What follows belongs to an exercise in optimizing a design on an open flow for small area, a short achievable clock period and few clock cycles; a production flow would make more cautious choices.
At most, simulation tests tie the RTL to the original design; equivalence was not proved.
No activity file was given, so power comes from the tool's default toggle rates.

Design CacheController, start of the top module:
module CacheController(
    rst,
    clk,
    wr,
    rd,
    data_rd,
    data_wr,
    addr_req,
    addr_resp,
    rdy,
    busy,
    wr_mem,
    rd_mem,
    busy_mem,
    data_rd_mem,
    data_wr_mem,
    addr_mem,
    cache_miss_count,
    cache_hit_count
    );
For scale: about 1400 cells after synthesis, ~620 flip-flops.
export LEC_CHECK = 0
export CAP_MARGIN = 20
export CORE_MARGIN = 2
export CORE_UTILIZATION = 70
export CTS_BUF_LIST = sky130_fd_sc_hd__clkbuf_8
export CTS_CLUSTER_DIAMETER = 60
export CTS_CLUSTER_SIZE = 14
export SETUP_SLACK_MARGIN = 3.6
export SLEW_MARGIN = 20
create_clock -name core_clock -period 6.5 [get_ports {clk}]
standard.sh (not shown) runs the stock make flow with config.mk's settings and CLKGATE_MAP_FILE= SYNTH_SCRIPT=/design/flow/synth_recipe.tcl, a recipe that flattens the netlist after the stock synthesis.
==> flow/flow/run.sh <==
#!/bin/bash
# The standard layout (the standard.sh, unchanged synthesis and steps),
# with the port buffers that global placement inserts made of the smallest
# buffer cell instead of the one buffer_ports picks by itself; the resizer
# still upsizes any that timing or slew needs.
set -euo pipefail
export BUFFER_PORTS_ARGS="-buffer_cell sky130_fd_sc_hd__buf_1"
bash standard.sh > standard_flow.log 2>&1
Testbench counts at the start, summed over its fixed seeds: cycles 12,016.
Next try:
- CTS_BUF_LIST: sky130_fd_sc_hd__clkbuf_8 -> sky130_fd_sc_hd__clkbuf_16
- CTS_CLUSTER_DIAMETER: 60 -> 100
- CTS_CLUSTER_SIZE: 14 -> 25
- SETUP_SLACK_MARGIN: 3.6 -> 3.3
Result: Synthesized cell count is unchanged; routed wire length shrinks by 1.7%; fmax shrinks by 6.9%; die area does not change.
Next try:
- CTS_BUF_LIST: sky130_fd_sc_hd__clkbuf_16 -> sky130_fd_sc_hd__clkbuf_4
- CTS_CLUSTER_DIAMETER: 100 -> 50
- CTS_CLUSTER_SIZE: 25 -> 10
- SETUP_SLACK_MARGIN: 3.3 -> 3.6
Wire length climbs by 0.37%. Clock power climbs by 10%. Die area stays the same. Design area climbs by 2.7%. Core utilization climbs by 2.1 points.
Next try:
- CTS_BUF_LIST: sky130_fd_sc_hd__clkbuf_4 -> sky130_fd_sc_hd__clkbuf_16
- CTS_CLUSTER_DIAMETER: 50 -> 100
- CTS_CLUSTER_SIZE: 10 -> 25
Total power decreases by a few percent.
Synthesized cell count stays the same.
Via count fell by a few percent.
Critical path depth does not change.
Worst hold slack hardly moves.
Wire length climbs slightly.

---

== the previous run ==
CacheController, a different RTL version from the one above (not shown whole).
Size in the first run: about 1600 cells after synthesis, ~600 flip-flops, roughly 300 I/O pins.
export LEC_CHECK = 0
export CAP_MARGIN = 20
export CORE_MARGIN = 2
export CORE_UTILIZATION = 40
export SLEW_MARGIN = 20
create_clock -name core_clock -period 6.5 [get_ports {clk}]
run.sh (not shown) runs the stock make flow with config.mk's settings and CLKGATE_MAP_FILE= SYNTH_SCRIPT=/design/flow/synth_recipe.tcl, a recipe that flattens the netlist after the stock synthesis.
Stock flow here: none of the scripts above is used.
Per the final summary, the previous run finished and its layout is clean on timing, DRC and antenna.
[inputs] the current run vs the previous run
# the previous run
export LEC_CHECK = 0
export CAP_MARGIN = 20
export CORE_MARGIN = 2
export CORE_UTILIZATION = 40
export SLEW_MARGIN = 20
create_clock -name core_clock -period 6.5 [get_ports {clk}]
# the current run
export LEC_CHECK = 0
export ABC_CLOCK_PERIOD_IN_PS = 2300
export CAP_MARGIN = 20
export CORE_MARGIN = 2
export CORE_UTILIZATION = 55
export SETUP_SLACK_MARGIN = 4.2
export SLEW_MARGIN = 20
create_clock -name core_clock -period 6.5 [get_ports {clk}]
### Flow results
- The current run reached the final stage; the timing, DRC and antenna checks on its layout passed.
- Total length of routed met2 wires, the previous run and the current run, higher one = the current run.
- Summary of the current run over the previous run: multi-input gate area in the final layout rose by about 17%, full die area went down 27%.
Function was not checked in any run of this note: the RTL went through the layout flow alone.

---

Setup of run A:
RTL: one of the versions met above, not the one the previous note started from.
Size: ~1400 cells after synthesis, ~620 flip-flops, roughly 300 I/O pins, ~22000 um2 of cells after synthesis.
clock: 6.5 ns
lec_check: 0
cap_margin: 20
core_margin: 2
core_utilization: 75
cts_buf_list: sky130_fd_sc_hd__clkbuf_8
cts_cluster_diameter: 60
cts_cluster_size: 14
setup_slack_margin: 3.6
slew_margin: 20
standard.sh (not shown) runs the stock make flow with config.mk's settings and CLKGATE_MAP_FILE= SYNTH_SCRIPT=/design/flow/synth_recipe.tcl, a recipe that flattens the netlist after the stock synthesis.
Scripts as last shown in full above: flow/flow/run.sh
Testbench counts of run A, summed over its fixed seeds: cycles 12,016.
Modified inputs, run B compared to run A
- CTS_CLUSTER_DIAMETER now 100, was 60
- CORE_UTILIZATION now 70, was 75
- CTS_BUF_LIST now sky130_fd_sc_hd__clkbuf_16, was sky130_fd_sc_hd__clkbuf_8
- CTS_CLUSTER_SIZE now 28, was 14
==> run notes <==
In the reports for run A and run B, the larger worst setup slack belongs to run B. Max overall die height across run A and run B: run B. Diff run A..run B | count of final setup violators | unchanged. Relative to run A, final wirelength decreased by 2.8% in run B. Per the final summary, run B finished and its layout is clean on timing, DRC and antenna. Lower power share of the sequential group goes to run A over run B.
[inputs] run C vs run B
- CTS_CLUSTER_SIZE: 28 -> 25
- SETUP_SLACK_MARGIN: 3.6 -> 3.9
Findings:
Looking at run B and run C, the post-synthesis mux area share is a wash.
Summary — share of layout cells above drive strength 1, run C relative to run B: higher, by 6.2 points.
Via count ended up 4.9% higher on run C than on run B.
Number of clock buffers in the layout went up by a little under 10% going from run B to run C.
Relative to run B, area growth from synthesis to layout increased by 5.6 points in run C.
Portion of total power attributed to the clock network across run B and run C: no real change.
Diff run B -> run C: sequential share of layout area went down 3.2 points, total power after layout increased by about 2% relative to the old numbers, arithmetic-cell share of the synthesized area counting full adders, half adders and majority gates held steady, non-clock buffer instance count of the final layout went up.
Changes in run D relative to run C:
- changing SETUP_SLACK_MARGIN from 3.9 to 3.7
[summary]
- Run D went all the way through synthesis, placement and routing and the layout is clean on timing, DRC and antenna.
- Run D ends up with lower share of total power consumed by net switching than run C does.
- Changes observed in run D relative to run C: count of hold-fix buffers inserted at cts closely matched the old numbers; proportion of cell area occupied by registers increased by 1.5 points relative to the old numbers; power closely matched the old numbers; fraction of registers with async set/reset closely matched the old numbers.
- Diff run C -> run D | global-route usage | decrease of 1.5 points
- Summary: with run C as the reference, routability-driven placement congestion ratio in run D moved down slightly.
- The global-route wire length before repair of run D falls short of that of run C by 3.1%.
Relative to run D, the following input files were edited for run E:
- CTS_CLUSTER_DIAMETER now 70, was 100
- CTS_CLUSTER_SIZE now 30, was 25
- SETUP_SLACK_MARGIN now 3.6, was 3.7
==> comparison <==
For run D, the top routing layer in use was met4, unlike run E, where it was met5. Against run D as the reference, run E delivers a lower register-to-register slack. Compared with run D, run E shows final HPWL from detailed placement that has gone up slightly. Global-route wire length before repair is higher on run D. Per the comparison of run E with run D, buffer count excluding the clock tree in the final layout decreased by 33 relative to the old numbers; shortest clock period the worst path allows after layout rose 3.9 ps. Summary — number of CTS-inserted buffers, run E relative to run D: higher, by 11%.

---

Setup of v33:
CacheController, a different RTL version from the one above (not shown whole).
For scale: roughly 1,500 cells after synthesis, ~620 flip-flops, ~300 I/O pins, ~23,000 um2 of cells after synthesis.
clock: 6.5 ns
lec_check: 0
abc_clock_period_in_ps: 2500
cap_margin: 20
core_margin: 2
core_utilization: 65
cts_buf_list: sky130_fd_sc_hd__clkbuf_8
cts_cluster_diameter: 60
cts_cluster_size: 14
setup_slack_margin: 3.7
slew_margin: 20
run.sh (not shown) runs the stock make flow with config.mk's settings and CLKGATE_MAP_FILE= SYNTH_SCRIPT=/design/flow/synth_recipe.tcl, a recipe that flattens the netlist after the stock synthesis.
Stock flow here: none of the scripts above is used.
Testbench counts of v33, summed over its fixed seeds: cycles 12,016.
Inputs modified between v33 and v58:
Settings: changing CORE_UTILIZATION from 65 to 75; changing SETUP_SLACK_MARGIN from 3.7 to 3.6.
==> flow/flow/run.sh (new file) <==
#!/bin/bash
# The standard layout (the standard.sh, unchanged synthesis and steps),
# with the port buffers that global placement inserts made of the smallest
# buffer cell instead of the one buffer_ports picks by itself; the resizer
# still upsizes any that timing or slew needs.
set -euo pipefail
export BUFFER_PORTS_ARGS="-buffer_cell sky130_fd_sc_hd__buf_1"
bash standard.sh > standard_flow.log 2>&1
==> flow/standard.sh (new file) <==
#!/bin/bash
# synth_recipe.tcl (not shown) runs the flow's synth.tcl, then flattens the netlist and writes it again
# the make line also repeats each setting of config.mk as NAME=value (left out here)
make -C /OpenROAD-flow-scripts/flow DESIGN_CONFIG=/design/flow/config.mk WORK_HOME=/design/flow/orfs CLKGATE_MAP_FILE= SYNTH_SCRIPT=/design/flow/synth_recipe.tcl "${@:-finish}"
removed: flow/run.sh
## What came out
- Run comparison: v58 end point of the critical path addr_mem[7]; v33 end point of the critical path wr_mem
- Between v58 and v33, the total power of the final layout is lower for v58.
- [compare] base=v33 new=v58: depth of the worst register-to-register path grew by 2; total number of placement rows shrank by 5; post-layout instance area shrank by about 7.5%.
- Diff v33 -> v58: amount of wire on met2 after detailed routing shrank by 7.4%; least setup slack across all paths after layout held steady; filler cell count in the final layout shrank by 27%.
The following lists how v46 was set up differently from v58:
Settings: CTS_CLUSTER_DIAMETER changed from 60 to 100; CORE_UTILIZATION changed from 75 to 65; CTS_BUF_LIST removed (was sky130_fd_sc_hd__clkbuf_8); CTS_CLUSTER_SIZE changed from 14 to 20; SETUP_SLACK_MARGIN changed from 3.6 to 3.7.
==> flow/run.sh (new file) <==
#!/bin/bash
# synth_recipe.tcl (not shown) runs the flow's synth.tcl, then flattens the netlist and writes it again
# the make line also repeats each setting of config.mk as NAME=value (left out here)
make -C /OpenROAD-flow-scripts/flow DESIGN_CONFIG=/design/flow/config.mk WORK_HOME=/design/flow/orfs CLKGATE_MAP_FILE= SYNTH_SCRIPT=/design/flow/synth_recipe.tcl finish
removed: flow/flow/run.sh
removed: flow/standard.sh
Findings:
For total CTS buffers, dividing the value from v46 by the value from v58 gives 0.72.
Cells: v46 has more instances than v58
Diff v58 -> v46: placeable core region increased 16%; total global routing track utilization now sits lower; part of the cycle the worst path needs fell 0.38 points.
Timing startpoint of the critical path: addr_req[7] -> v58, wr -> v46
Input changes introduced in v23 (baseline for comparison: v46):
Settings: CTS_CLUSTER_SIZE changed from 20 to 14; CTS_CLUSTER_DIAMETER changed from 100 to 60; CTS_BUF_LIST newly set to sky130_fd_sc_hd__clkbuf_8.
==> flow/flow/run.sh (new file) <==
#!/bin/bash
# The standard layout (the standard.sh, unchanged synthesis and steps),
# with the port buffers that global placement inserts made of the smallest
# buffer cell instead of the one buffer_ports picks by itself; the resizer
# still upsizes any that timing or slew needs.
set -euo pipefail
export BUFFER_PORTS_ARGS="-buffer_cell sky130_fd_sc_hd__buf_1"
bash standard.sh > standard_flow.log 2>&1
==> flow/standard.sh (new file) <==
#!/bin/bash
# synth_recipe.tcl (not shown) runs the flow's synth.tcl, then flattens the netlist and writes it again
# the make line also repeats each setting of config.mk as NAME=value (left out here)
make -C /OpenROAD-flow-scripts/flow DESIGN_CONFIG=/design/flow/config.mk WORK_HOME=/design/flow/orfs CLKGATE_MAP_FILE= SYNTH_SCRIPT=/design/flow/synth_recipe.tcl "${@:-finish}"
removed: flow/run.sh
- Cell internal power dissipation, v23 vs v46: down by a few percent
- Delta (v23 minus v46): part of the power in registers up 3.6 points, number of setup buffers added after CTS down 20, final hold slack down 5.1 ps, initial antenna violation count up 1.
- Of v23 and v46, the run reporting the higher global routing usage on met2 was v46.
- Compared with v46, in v23 number of non-clock buffers in the layout shrank by about 8%, number of fillers in the final layout grew by 238.
- Comparing v23 and v46, area overhead of the layout relative to synthesis is higher on v46.
- Clock-buffer cell count (v23 over v46): decrease, 21%
- v23 does worse than v46 on worst setup slack.

==> what the ideal ports hide <==
No port has a modelled driver above. Below, the same layouts with a new extraction and two added sets of constraints.
Step 1 assumes that a clkbuf_16 drives the clock port and a buf_2 every other input.
Step 2 also shifts input and output timing later by t, the mid clock arrival at the registers, as if the neighbouring blocks saw the same clock.
Slacks: ideal / step 1 / step 2; pairs: ideal / step 1.
| run | shift t [ns] | setup WS [ns] | worst register clock-pin slew, ns |
|---|---|---|---|
| the first run of note 1 | 0.649 | 3.533 / 3.370 / 2.754 | 0.10 / 0.10 |
| the second run of note 1 | 0.639 | 3.314 / 3.241 / 2.745 | 0.10 / 0.10 |
| the third run of note 1 | 0.764 | 3.541 / 3.420 / 2.759 | 0.12 / 0.12 |
| the fourth run of note 1 | 0.632 | 3.536 / 3.392 / 2.778 | 0.10 / 0.10 |
| the previous run | 0.655 | 2.040 / 2.040 / 2.031 | 0.06 / 0.06 |
| the current run | 0.681 | 2.829 / 2.829 / 2.829 | 0.07 / 0.07 |
| run A | 0.656 | 3.492 / 3.317 / 2.775 | 0.10 / 0.10 |
| run B | 0.629 | 3.528 / 3.376 / 2.814 | 0.11 / 0.11 |
| run C | 0.643 | 3.544 / 3.417 / 3.142 | 0.11 / 0.11 |
| run D | 0.633 | 3.517 / 3.387 / 2.980 | 0.10 / 0.10 |
| run E | 0.653 | 3.513 / 3.373 / 2.785 | 0.12 / 0.12 |
| v33 | 0.680 | 3.546 / 3.455 / 2.876 | 0.10 / 0.10 |
| v58 | 0.651 | 3.547 / 3.462 / 2.946 | 0.10 / 0.10 |
| v46 | 0.613 | 3.572 / 3.457 / 2.972 | 0.09 / 0.09 |
| v23 | 0.698 | 3.509 / 3.408 / 3.002 | 0.10 / 0.10 |
After both steps every run listed still meets setup and hold. The setup slack of the third run of note 1, which loses most, moves by -0.121 ns with the drivers and by -0.782 ns with both steps.
